Context: an optimization exercise on an open-source flow, tuned for small area. The choices shown serve that exercise and are no tape-out recipe. Function was checked by simulation only, so behaviour that the tests miss may differ from the original. The flow treats the clock pin as an ideal source, which a real chip does not have. No activity file was given, so power comes from the tool's default toggle rates.

==> module obi_spi, before the edit <==
module obi_spi #(
  parameter int unsigned ADDR_WIDTH = 32,
  parameter int unsigned DATA_WIDTH = 32,
  parameter int unsigned NUM_SLAVES = 4
) (
  input logic clk_i,
  input logic rstn_i,
  input   logic                     obi_areq_i,
  output  logic                     obi_agnt_o,
  input   logic [ADDR_WIDTH-1:0]    obi_aaddr_i,
  input   logic [DATA_WIDTH-1:0]    obi_awdata_i,
  input   logic                     obi_awe_i,
  input   logic [DATA_WIDTH/8-1:0]  obi_abe_i,
  output  logic                     obi_rvalid_o,
  input   logic                     obi_rready_i,
  output  logic [DATA_WIDTH-1:0]    obi_rdata_o,
  output  logic                     obi_rerr_o,
  output  logic [NUM_SLAVES-1 : 0]  spi_ss_o,
  output  logic                     spi_sclk_o,
  output  logic                     spi_mosi_o,
  input   logic                     spi_miso_i,
  output  logic                     complete_o
);
  logic [7:0]  tx_q, rx_q;
  logic [15:0] div_q;
  logic [3:0]  ssn_q;         
  logic        complete_q;
  logic        w_q, r_q, done_q;
  logic [2:0]  idx_q;         
  logic        idx8_q;        
  logic [15:0] cnt_q;         
  logic        sclk_q, sclk_prev_q;
  logic        rvalid_q;
  logic [7:0]  rdata_lo_q;
  logic        rdata_div_q;
  logic addr_ok, a_tx, a_rx, a_div, a_ss, a_ctrl;
  assign addr_ok = ~|obi_aaddr_i[31:5] & ~|obi_aaddr_i[1:0];
  assign a_tx   = addr_ok & (obi_aaddr_i[4:2] == 3'd0);
  assign a_rx   = addr_ok & (obi_aaddr_i[4:2] == 3'd1);
  assign a_div  = addr_ok & (obi_aaddr_i[4:2] == 3'd2);
  assign a_ss   = addr_ok & (obi_aaddr_i[4:2] == 3'd3);
  assign a_ctrl = addr_ok & (obi_aaddr_i[4:2] == 3'd4);
  logic spi_idle, busy, wr, wr_idle;
  assign spi_idle = ~w_q & ~r_q;
  assign busy     = (w_q | r_q) & ~done_q;
  assign wr       = obi_areq_i & ~rvalid_q & obi_awe_i & obi_abe_i[0];
  assign wr_idle  = wr & spi_idle;
  assign obi_agnt_o   = ~rvalid_q;
  assign obi_rvalid_o = rvalid_q;
  assign obi_rerr_o   = 1'b0;
  always_ff @(posedge clk_i) begin
    if (~rstn_i) rvalid_q <= 1'b0;
    else rvalid_q <= rvalid_q ? ~obi_rready_i : obi_areq_i;
  end
  logic [15:0] div_d;
  assign div_d = (wr_idle & a_div) ? obi_awdata_i[15:0] : div_q;
  always_ff @(posedge clk_i) begin
    if (~rstn_i) begin
      tx_q  <= '0;
      div_q <= '0;
      ssn_q <= '1;
    end else begin
      if (wr_idle & a_tx) tx_q <= obi_awdata_i[7:0];
      div_q <= div_d;
      if (wr_idle & a_ss) ssn_q <= ~obi_awdata_i[3:0];
    end
  end
  always_ff @(posedge clk_i) begin
    if (~rstn_i) complete_q <= 1'b0;
    else if (wr & a_ctrl) complete_q <= obi_awdata_i[5];
    else if (done_q) complete_q <= 1'b1;
  end
  logic completed, start;
  assign completed = done_q & ~complete_q;
  assign start     = wr_idle & a_ctrl;
  always_ff @(posedge clk_i) begin
    if (~rstn_i | completed) begin
      w_q <= 1'b0;
      r_q <= 1'b0;
    end else begin
      if (start & obi_awdata_i[0]) w_q <= 1'b1;
      if (start & obi_awdata_i[1]) r_q <= 1'b1;
    end
  end
  always_ff @(posedge clk_i) begin
    if (~rstn_i) done_q <= 1'b0;
    else done_q <= (busy & idx8_q) | (done_q & complete_q);
  end
  logic cnt_zero, sclk_fall, sclk_rise;
  assign cnt_zero  = ~|cnt_q;
  assign sclk_fall = sclk_prev_q & ~sclk_q;
  assign sclk_rise = ~sclk_prev_q & sclk_q;
  always_ff @(posedge clk_i) begin
    if (~busy | cnt_zero) cnt_q <= div_d;
    else cnt_q <= cnt_q - 16'd1;
  end
  always_ff @(posedge clk_i) begin
    if (~rstn_i | &ssn_q) sclk_q <= 1'b0;
    else if (cnt_zero) sclk_q <= ~sclk_q;
  end
  always_ff @(posedge clk_i) begin
    if (~rstn_i) sclk_prev_q <= 1'b0;
    else sclk_prev_q <= sclk_q;
  end
  always_ff @(posedge clk_i) begin
    if (~rstn_i) begin
      idx_q  <= '0;
      idx8_q <= 1'b0;
    end else begin
      idx8_q <= sclk_fall & (&idx_q);
      if (sclk_fall) idx_q <= idx_q + 3'd1;
    end
  end
  always_ff @(posedge clk_i) begin
    if (~rstn_i) rx_q <= '0;
    else if (sclk_rise & r_q) rx_q <= {rx_q[6:0], spi_miso_i};
  end
  assign spi_ss_o   = ssn_q;
  assign spi_sclk_o = sclk_q;
  assign spi_mosi_o = w_q & ~r_q & ~done_q & ~idx8_q & tx_q[~idx_q];
  assign complete_o = complete_q;
  logic s_tx, s_rx, s_div, s_ss, s_ctrl;
  assign s_tx   = a_tx   & ~rvalid_q;
  assign s_rx   = a_rx   & ~rvalid_q;
  assign s_div  = a_div  & ~rvalid_q;
  assign s_ss   = a_ss   & ~rvalid_q;
  assign s_ctrl = a_ctrl & ~rvalid_q;
  always_ff @(posedge clk_i) begin
    rdata_lo_q <= ({8{rvalid_q}} & rdata_lo_q)
                | ({8{s_tx}}  & tx_q)
                | ({8{s_rx}}  & rx_q)
                | ({8{s_div}} & div_q[7:0])
                | ({8{s_ss}}  & {4'b0, ~ssn_q})
                | ({8{s_ctrl}} & {2'b0, complete_q, 2'b0, busy, r_q, w_q});
    rdata_div_q <= (rvalid_q & rdata_div_q) | s_div;
  end
  assign obi_rdata_o = {16'b0, {8{rdata_div_q}} & div_q[15:8], rdata_lo_q};
endmodule
clock: 10.0 ns
lec_check: 0
cap_margin: 20
core_margin: 2
core_utilization: 40
slew_margin: 20
standard.sh (not shown) runs the stock make flow with config.mk's settings and CLKGATE_MAP_FILE= SYNTH_SCRIPT=/design/flow/synth_recipe.tcl, a recipe that flattens the netlist after the stock synthesis.
==> flow/flow/run.sh <==
#!/bin/bash
# Standard ORFS layout (the standard.sh), with these changes:
#  - port buffers are buf_1 instead of the default clkdlybuf4s50_1,
#  - one tie cell drives all constant outputs,
#  - after floorplan, the combinational logic is re-mapped for area (OpenROAD restructure),
#  - CTS uses clkbuf_4 only and inserts no dummy loads,
#  - before repair_design, combinational cells go to their smallest drive strength,
#  - after CTS, clock buffers with an output slew over 100 ps become clkbuf_8.
# Each ORFS step's full log stays in orfs/logs/; make's own output goes to standard.log.
set -euo pipefail
export BUFFER_PORTS_ARGS="-buffer_cell sky130_fd_sc_hd__buf_1"
export SKIP_REPAIR_TIE_FANOUT=1
export CTS_ARGS="-sink_clustering_enable -repair_clock_nets -dont_use_dummy_load -buf_list sky130_fd_sc_hd__clkbuf_4"
export POST_FLOORPLAN_TCL="$PWD/flow/restructure.tcl"
export PRE_RESIZE_TCL="$PWD/flow/downsize.tcl"
export POST_CTS_TCL="$PWD/flow/clkbuf_upsize.tcl"
bash standard.sh > standard.log 2>&1
Other scripts of this flow, unchanged in this note and not shown: flow/flow/clkbuf_upsize.tcl, flow/flow/downsize.tcl, flow/flow/restructure.tcl
The baseline completed with no timing, DRC or antenna violations.
Next try:
--- a/flow/design.v
+++ b/flow/design.v
@@ -82,13 +82,13 @@
   output  logic                     spi_mosi_o,
   input   logic                     spi_miso_i,
   output  logic                     complete_o
 );
   logic [7:0]  tx_q, rx_q;
   logic [15:0] div_q;
-  logic [3:0]  ssn_q;         
+  logic [3:0]  ss_q;
   logic        complete_q;
   logic        w_q, r_q, done_q;
   logic [2:0]  idx_q;         
   logic        idx8_q;        
   logic [15:0] cnt_q;         
   logic        sclk_q, sclk_prev_q;
@@ -117,17 +117,17 @@
   logic [15:0] div_d;
   assign div_d = (wr_idle & a_div) ? obi_awdata_i[15:0] : div_q;
   always_ff @(posedge clk_i) begin
     if (~rstn_i) begin
       tx_q  <= '0;
       div_q <= '0;
-      ssn_q <= '1;
+      ss_q  <= '0;
     end else begin
       if (wr_idle & a_tx) tx_q <= obi_awdata_i[7:0];
       div_q <= div_d;
-      if (wr_idle & a_ss) ssn_q <= ~obi_awdata_i[3:0];
+      if (wr_idle & a_ss) ss_q <= obi_awdata_i[3:0];
     end
   end
   always_ff @(posedge clk_i) begin
     if (~rstn_i) complete_q <= 1'b0;
     else if (wr & a_ctrl) complete_q <= obi_awdata_i[5];
     else if (done_q) complete_q <= 1'b1;
@@ -154,13 +154,13 @@
   assign sclk_rise = ~sclk_prev_q & sclk_q;
   always_ff @(posedge clk_i) begin
     if (~busy | cnt_zero) cnt_q <= div_d;
     else cnt_q <= cnt_q - 16'd1;
   end
   always_ff @(posedge clk_i) begin
-    if (~rstn_i | &ssn_q) sclk_q <= 1'b0;
+    if (~rstn_i | ~|ss_q) sclk_q <= 1'b0;
     else if (cnt_zero) sclk_q <= ~sclk_q;
   end
   always_ff @(posedge clk_i) begin
     if (~rstn_i) sclk_prev_q <= 1'b0;
     else sclk_prev_q <= sclk_q;
   end
@@ -174,13 +174,13 @@
     end
   end
   always_ff @(posedge clk_i) begin
     if (~rstn_i) rx_q <= '0;
     else if (sclk_rise & r_q) rx_q <= {rx_q[6:0], spi_miso_i};
   end
-  assign spi_ss_o   = ssn_q;
+  assign spi_ss_o   = ~ss_q;
   assign spi_sclk_o = sclk_q;
   assign spi_mosi_o = w_q & ~r_q & ~done_q & ~idx8_q & tx_q[~idx_q];
   assign complete_o = complete_q;
   logic s_tx, s_rx, s_div, s_ss, s_ctrl;
   assign s_tx   = a_tx   & ~rvalid_q;
   assign s_rx   = a_rx   & ~rvalid_q;
@@ -189,12 +189,12 @@
   assign s_ctrl = a_ctrl & ~rvalid_q;
   always_ff @(posedge clk_i) begin
     rdata_lo_q <= ({8{rvalid_q}} & rdata_lo_q)
                 | ({8{s_tx}}  & tx_q)
                 | ({8{s_rx}}  & rx_q)
                 | ({8{s_div}} & div_q[7:0])
-                | ({8{s_ss}}  & {4'b0, ~ssn_q})
+                | ({8{s_ss}}  & {4'b0, ss_q})
                 | ({8{s_ctrl}} & {2'b0, complete_q, 2'b0, busy, r_q, w_q});
     rdata_div_q <= (rvalid_q & rdata_div_q) | s_div;
   end
   assign obi_rdata_o = {16'b0, {8{rdata_div_q}} & div_q[15:8], rdata_lo_q};
 endmodule
Outcome: Utilization rose by 0.47 points. Via count rose by 1.2%. First-iteration DRC count fell by 30%. Die area fell by 0.90%. Combinational power is about the same. Final area rose by 0.69%. Flip-flop and latch count does not change. Setup slack gains 140 ps. Non-clock buffer count fell by 3.

========
Another version of the RTL of obi_spi (not shown whole).
Size: roughly 380 cells after synthesis.
==> module obi_spi, before the edit <==
module obi_spi #(
  parameter int unsigned ADDR_WIDTH = 32,
  parameter int unsigned DATA_WIDTH = 32,
  parameter int unsigned NUM_SLAVES = 4
) (
  input logic clk_i,
  input logic rstn_i,
  input   logic                     obi_areq_i,
  output  logic                     obi_agnt_o,
  input   logic [ADDR_WIDTH-1:0]    obi_aaddr_i,
  input   logic [DATA_WIDTH-1:0]    obi_awdata_i,
  input   logic                     obi_awe_i,
  input   logic [DATA_WIDTH/8-1:0]  obi_abe_i,
  output  logic                     obi_rvalid_o,
  input   logic                     obi_rready_i,
  output  logic [DATA_WIDTH-1:0]    obi_rdata_o,
  output  logic                     obi_rerr_o,
  output  logic [NUM_SLAVES-1 : 0]  spi_ss_o,
  output  logic                     spi_sclk_o,
  output  logic                     spi_mosi_o,
  input   logic                     spi_miso_i,
  output  logic                     complete_o
);
  logic [7:0]  tx_q, rx_q;
  logic [15:0] div_q;
  logic [3:0]  ss_q;
  logic        complete_q;
  logic        w_q, r_q, done_q;
  logic [2:0]  idx_q;         
  logic        idx8_q;        
  logic [15:0] cnt_q;         
  logic        sclk_q, sclk_prev_q;
  logic        rvalid_q;
  logic [7:0]  rdata_lo_q;
  logic        rdata_div_q;
  logic addr_ok, a_tx, a_rx, a_div, a_ss, a_ctrl;
  assign addr_ok = ~|obi_aaddr_i[31:5] & ~|obi_aaddr_i[1:0];
  assign a_tx   = addr_ok & (obi_aaddr_i[4:2] == 3'd0);
  assign a_rx   = addr_ok & (obi_aaddr_i[4:2] == 3'd1);
  assign a_div  = addr_ok & (obi_aaddr_i[4:2] == 3'd2);
  assign a_ss   = addr_ok & (obi_aaddr_i[4:2] == 3'd3);
  assign a_ctrl = addr_ok & (obi_aaddr_i[4:2] == 3'd4);
  logic spi_idle, busy, wr, wr_idle;
  assign spi_idle = ~w_q & ~r_q;
  assign busy     = (w_q | r_q) & ~done_q;
  assign wr       = obi_areq_i & ~rvalid_q & obi_awe_i & obi_abe_i[0];
  assign wr_idle  = wr & spi_idle;
  assign obi_agnt_o   = ~rvalid_q;
  assign obi_rvalid_o = rvalid_q;
  assign obi_rerr_o   = 1'b0;
  always_ff @(posedge clk_i) begin
    if (~rstn_i) rvalid_q <= 1'b0;
    else rvalid_q <= rvalid_q ? ~obi_rready_i : obi_areq_i;
  end
  logic [15:0] div_d;
  assign div_d = (wr_idle & a_div) ? obi_awdata_i[15:0] : div_q;
  always_ff @(posedge clk_i) begin
    if (~rstn_i) begin
      tx_q  <= '0;
      div_q <= '0;
      ss_q  <= '0;
    end else begin
      if (wr_idle & a_tx) tx_q <= obi_awdata_i[7:0];
      div_q <= div_d;
      if (wr_idle & a_ss) ss_q <= obi_awdata_i[3:0];
    end
  end
  always_ff @(posedge clk_i) begin
    if (~rstn_i) complete_q <= 1'b0;
    else if (wr & a_ctrl) complete_q <= obi_awdata_i[5];
    else if (done_q) complete_q <= 1'b1;
  end
  logic completed, start;
  assign completed = done_q & ~complete_q;
  assign start     = wr_idle & a_ctrl;
  always_ff @(posedge clk_i) begin
    if (~rstn_i | completed) begin
      w_q <= 1'b0;
      r_q <= 1'b0;
    end else begin
      if (start & obi_awdata_i[0]) w_q <= 1'b1;
      if (start & obi_awdata_i[1]) r_q <= 1'b1;
    end
  end
  always_ff @(posedge clk_i) begin
    if (~rstn_i) done_q <= 1'b0;
    else done_q <= (busy & idx8_q) | (done_q & complete_q);
  end
  logic cnt_zero, sclk_fall, sclk_rise;
  assign cnt_zero  = ~|cnt_q;
  assign sclk_fall = sclk_prev_q & ~sclk_q;
  assign sclk_rise = ~sclk_prev_q & sclk_q;
  always_ff @(posedge clk_i) begin
    if (~busy | cnt_zero) cnt_q <= div_d;
    else cnt_q <= cnt_q - 16'd1;
  end
  always_ff @(posedge clk_i) begin
    if (~rstn_i | ~|ss_q) sclk_q <= 1'b0;
    else if (cnt_zero) sclk_q <= ~sclk_q;
  end
  always_ff @(posedge clk_i) begin
    if (~rstn_i) sclk_prev_q <= 1'b0;
    else sclk_prev_q <= sclk_q;
  end
  always_ff @(posedge clk_i) begin
    if (~rstn_i) begin
      idx_q  <= '0;
      idx8_q <= 1'b0;
    end else begin
      idx8_q <= sclk_fall & (&idx_q);
      if (sclk_fall) idx_q <= idx_q + 3'd1;
    end
  end
  always_ff @(posedge clk_i) begin
    if (~rstn_i) rx_q <= '0;
    else if (sclk_rise & r_q) rx_q <= {rx_q[6:0], spi_miso_i};
  end
  assign spi_ss_o   = ~ss_q;
  assign spi_sclk_o = sclk_q;
  assign spi_mosi_o = w_q & ~r_q & ~done_q & ~idx8_q & tx_q[~idx_q];
  assign complete_o = complete_q;
  logic [7:0] rd_lo;
  assign rd_lo = ({8{a_tx}}  & tx_q)
               | ({8{a_rx}}  & rx_q)
               | ({8{a_div}} & div_q[7:0])
               | ({8{a_ss}}  & {4'b0, ss_q})
               | ({8{a_ctrl}} & {2'b0, complete_q, 2'b0, busy, r_q, w_q});
  always_ff @(posedge clk_i) begin
    if (~rvalid_q) begin
      rdata_lo_q  <= rd_lo;
      rdata_div_q <= a_div;
    end
  end
  assign obi_rdata_o = {16'b0, {8{rdata_div_q}} & div_q[15:8], rdata_lo_q};
endmodule
Settings: LEC_CHECK=0, CAP_MARGIN=20, CORE_MARGIN=2, CORE_UTILIZATION=75, PLACE_DENSITY=0.9, SLEW_MARGIN=20; clock period 10.0 ns.
==> flow/flow/run.sh <==
#!/bin/bash
# Standard ORFS layout (the standard.sh), with these changes:
#  - port buffers are buf_1 instead of the default clkdlybuf4s50_1,
#  - one tie cell drives all constant outputs,
#  - CTS uses clkbuf_4 only and inserts no dummy loads,
#  - before repair_design, combinational cells go to their smallest drive strength.
# Each ORFS step's full log stays in orfs/logs/; make's own output goes to standard.log.
set -euo pipefail
export BUFFER_PORTS_ARGS="-buffer_cell sky130_fd_sc_hd__buf_1"
export SKIP_REPAIR_TIE_FANOUT=1
export CTS_ARGS="-sink_clustering_enable -repair_clock_nets -dont_use_dummy_load -buf_list sky130_fd_sc_hd__clkbuf_4"
export PRE_RESIZE_TCL="$PWD/flow/downsize.tcl"
bash standard.sh > standard.log 2>&1
==> flow/flow/downsize.tcl <==
# Before repair_design: put every combinational cell at the smallest drive strength of its
# family (synthesis sizes for a far tighter clock than the design has); repair_design then
# upsizes wherever slew, capacitance or fanout need it.
set db [ord::get_db]
set block [[$db getChip] getBlock]
set smallest [dict create]
foreach lib [$db getLibs] {
  foreach m [$lib getMasters] {
    set n [$m getName]
    if {[regexp {^(sky130_fd_sc_hd__[a-z0-9]+)_([0-9]+)$} $n -> fam drv]} {
      set a [expr {[$m getWidth] * [$m getHeight]}]
      if {![dict exists $smallest $fam] || $a < [lindex [dict get $smallest $fam] 1]} {
        dict set smallest $fam [list $m $a]
      }
    }
  }
}
set n_swapped 0
foreach inst [$block getInsts] {
  set m [$inst getMaster]
  set n [$m getName]
  if {![regexp {^(sky130_fd_sc_hd__[a-z0-9]+)_([0-9]+)$} $n -> fam drv]} { continue }
  if {[regexp {__(df|edf|sdf|dl|clk|conb|tap|fill|decap|diode)} $n]} { continue }
  if {![dict exists $smallest $fam]} { continue }
  set best [lindex [dict get $smallest $fam] 0]
  if {[$best getName] ne $n} {
    $inst swapMaster $best
    incr n_swapped
  }
}
puts "downsize: swapped $n_swapped instances to their family's smallest cell"
The baseline completed with no timing, DRC or antenna violations.
==> next run, changes <==
--- a/flow/design.v
+++ b/flow/design.v
@@ -178,20 +178,23 @@
     else if (sclk_rise & r_q) rx_q <= {rx_q[6:0], spi_miso_i};
   end
   assign spi_ss_o   = ~ss_q;
   assign spi_sclk_o = sclk_q;
   assign spi_mosi_o = w_q & ~r_q & ~done_q & ~idx8_q & tx_q[~idx_q];
   assign complete_o = complete_q;
-  logic [7:0] rd_lo;
-  assign rd_lo = ({8{a_tx}}  & tx_q)
-               | ({8{a_rx}}  & rx_q)
-               | ({8{a_div}} & div_q[7:0])
-               | ({8{a_ss}}  & {4'b0, ss_q})
-               | ({8{a_ctrl}} & {2'b0, complete_q, 2'b0, busy, r_q, w_q});
-  always_ff @(posedge clk_i) begin
-    if (~rvalid_q) begin
-      rdata_lo_q  <= rd_lo;
-      rdata_div_q <= a_div;
-    end
+  logic s_tx, s_rx, s_div, s_ss, s_ctrl;
+  assign s_tx   = a_tx   & ~rvalid_q;
+  assign s_rx   = a_rx   & ~rvalid_q;
+  assign s_div  = a_div  & ~rvalid_q;
+  assign s_ss   = a_ss   & ~rvalid_q;
+  assign s_ctrl = a_ctrl & ~rvalid_q;
+  always_ff @(posedge clk_i) begin
+    rdata_lo_q <= ({8{rvalid_q}} & rdata_lo_q)
+                | ({8{s_tx}}  & tx_q)
+                | ({8{s_rx}}  & rx_q)
+                | ({8{s_div}} & div_q[7:0])
+                | ({8{s_ss}}  & {4'b0, ss_q})
+                | ({8{s_ctrl}} & {2'b0, complete_q, 2'b0, busy, r_q, w_q});
+    rdata_div_q <= (rvalid_q & rdata_div_q) | s_div;
   end
   assign obi_rdata_o = {16'b0, {8{rdata_div_q}} & div_q[15:8], rdata_lo_q};
 endmodule
Outcome: Synthesized cell count fell by 2.6%; count of clock-buffer cells in the layout stays the same; wire length fell by 7.4%; core utilization fell by 0.54 points; clock skew rose by 0.0075 ns; global-route usage fell by 2.8 points; critical path depth fell by 3; flip-flop and latch count does not change; final cell count fell by 1.2%; maximum frequency rose by 18%; worst setup slack gains 0.69 ns; clock power hardly moves; die area fell by 0.36%; combinational power fell by 13%.

-- re-timing with driven ports --
No port has a modelled driver above. Below, the same layouts with a new extraction and two added sets of constraints. Step 1 (the two cells are an assumption about what drives the block):
set clk [get_ports {clk_i}]
set_driving_cell -lib_cell sky130_fd_sc_hd__clkbuf_16 $clk
set_driving_cell -lib_cell sky130_fd_sc_hd__buf_2 [delete_from_list [all_inputs] $clk]
Step 2 moves the port delays by t, midway between the first and last clock arrival at a register: inputs arrive t later, outputs are due t later. That takes back most of the time a late clock gives input paths. Slacks: ideal ports / drivers / drivers and shift; pairs: ideal ports / drivers.
run	shift t [ns]	setup slack, ns	worst setup path after step 2	latest minus earliest clock arrival (ns)	cell pins on the clock port's net
the first run of note 1	0.360	4.090 / 4.097 / 3.736	input to register	0.032 / 0.033	1
the second run of note 1	0.353	4.227 / 4.231 / 3.879	input to register	0.023 / 0.023	1
the first run of note 2	0.419	5.537 / 5.532 / 5.113	input to register	0.028 / 0.028	1
the second run of note 2	0.436	6.223 / 6.194 / 5.939	input to register	0.037 / 0.037	1
After both steps every run listed still meets setup and hold. For the first run of note 2, which loses most, drivers alone change the setup slack by -0.005 ns; drivers and shift together by -0.424 ns.
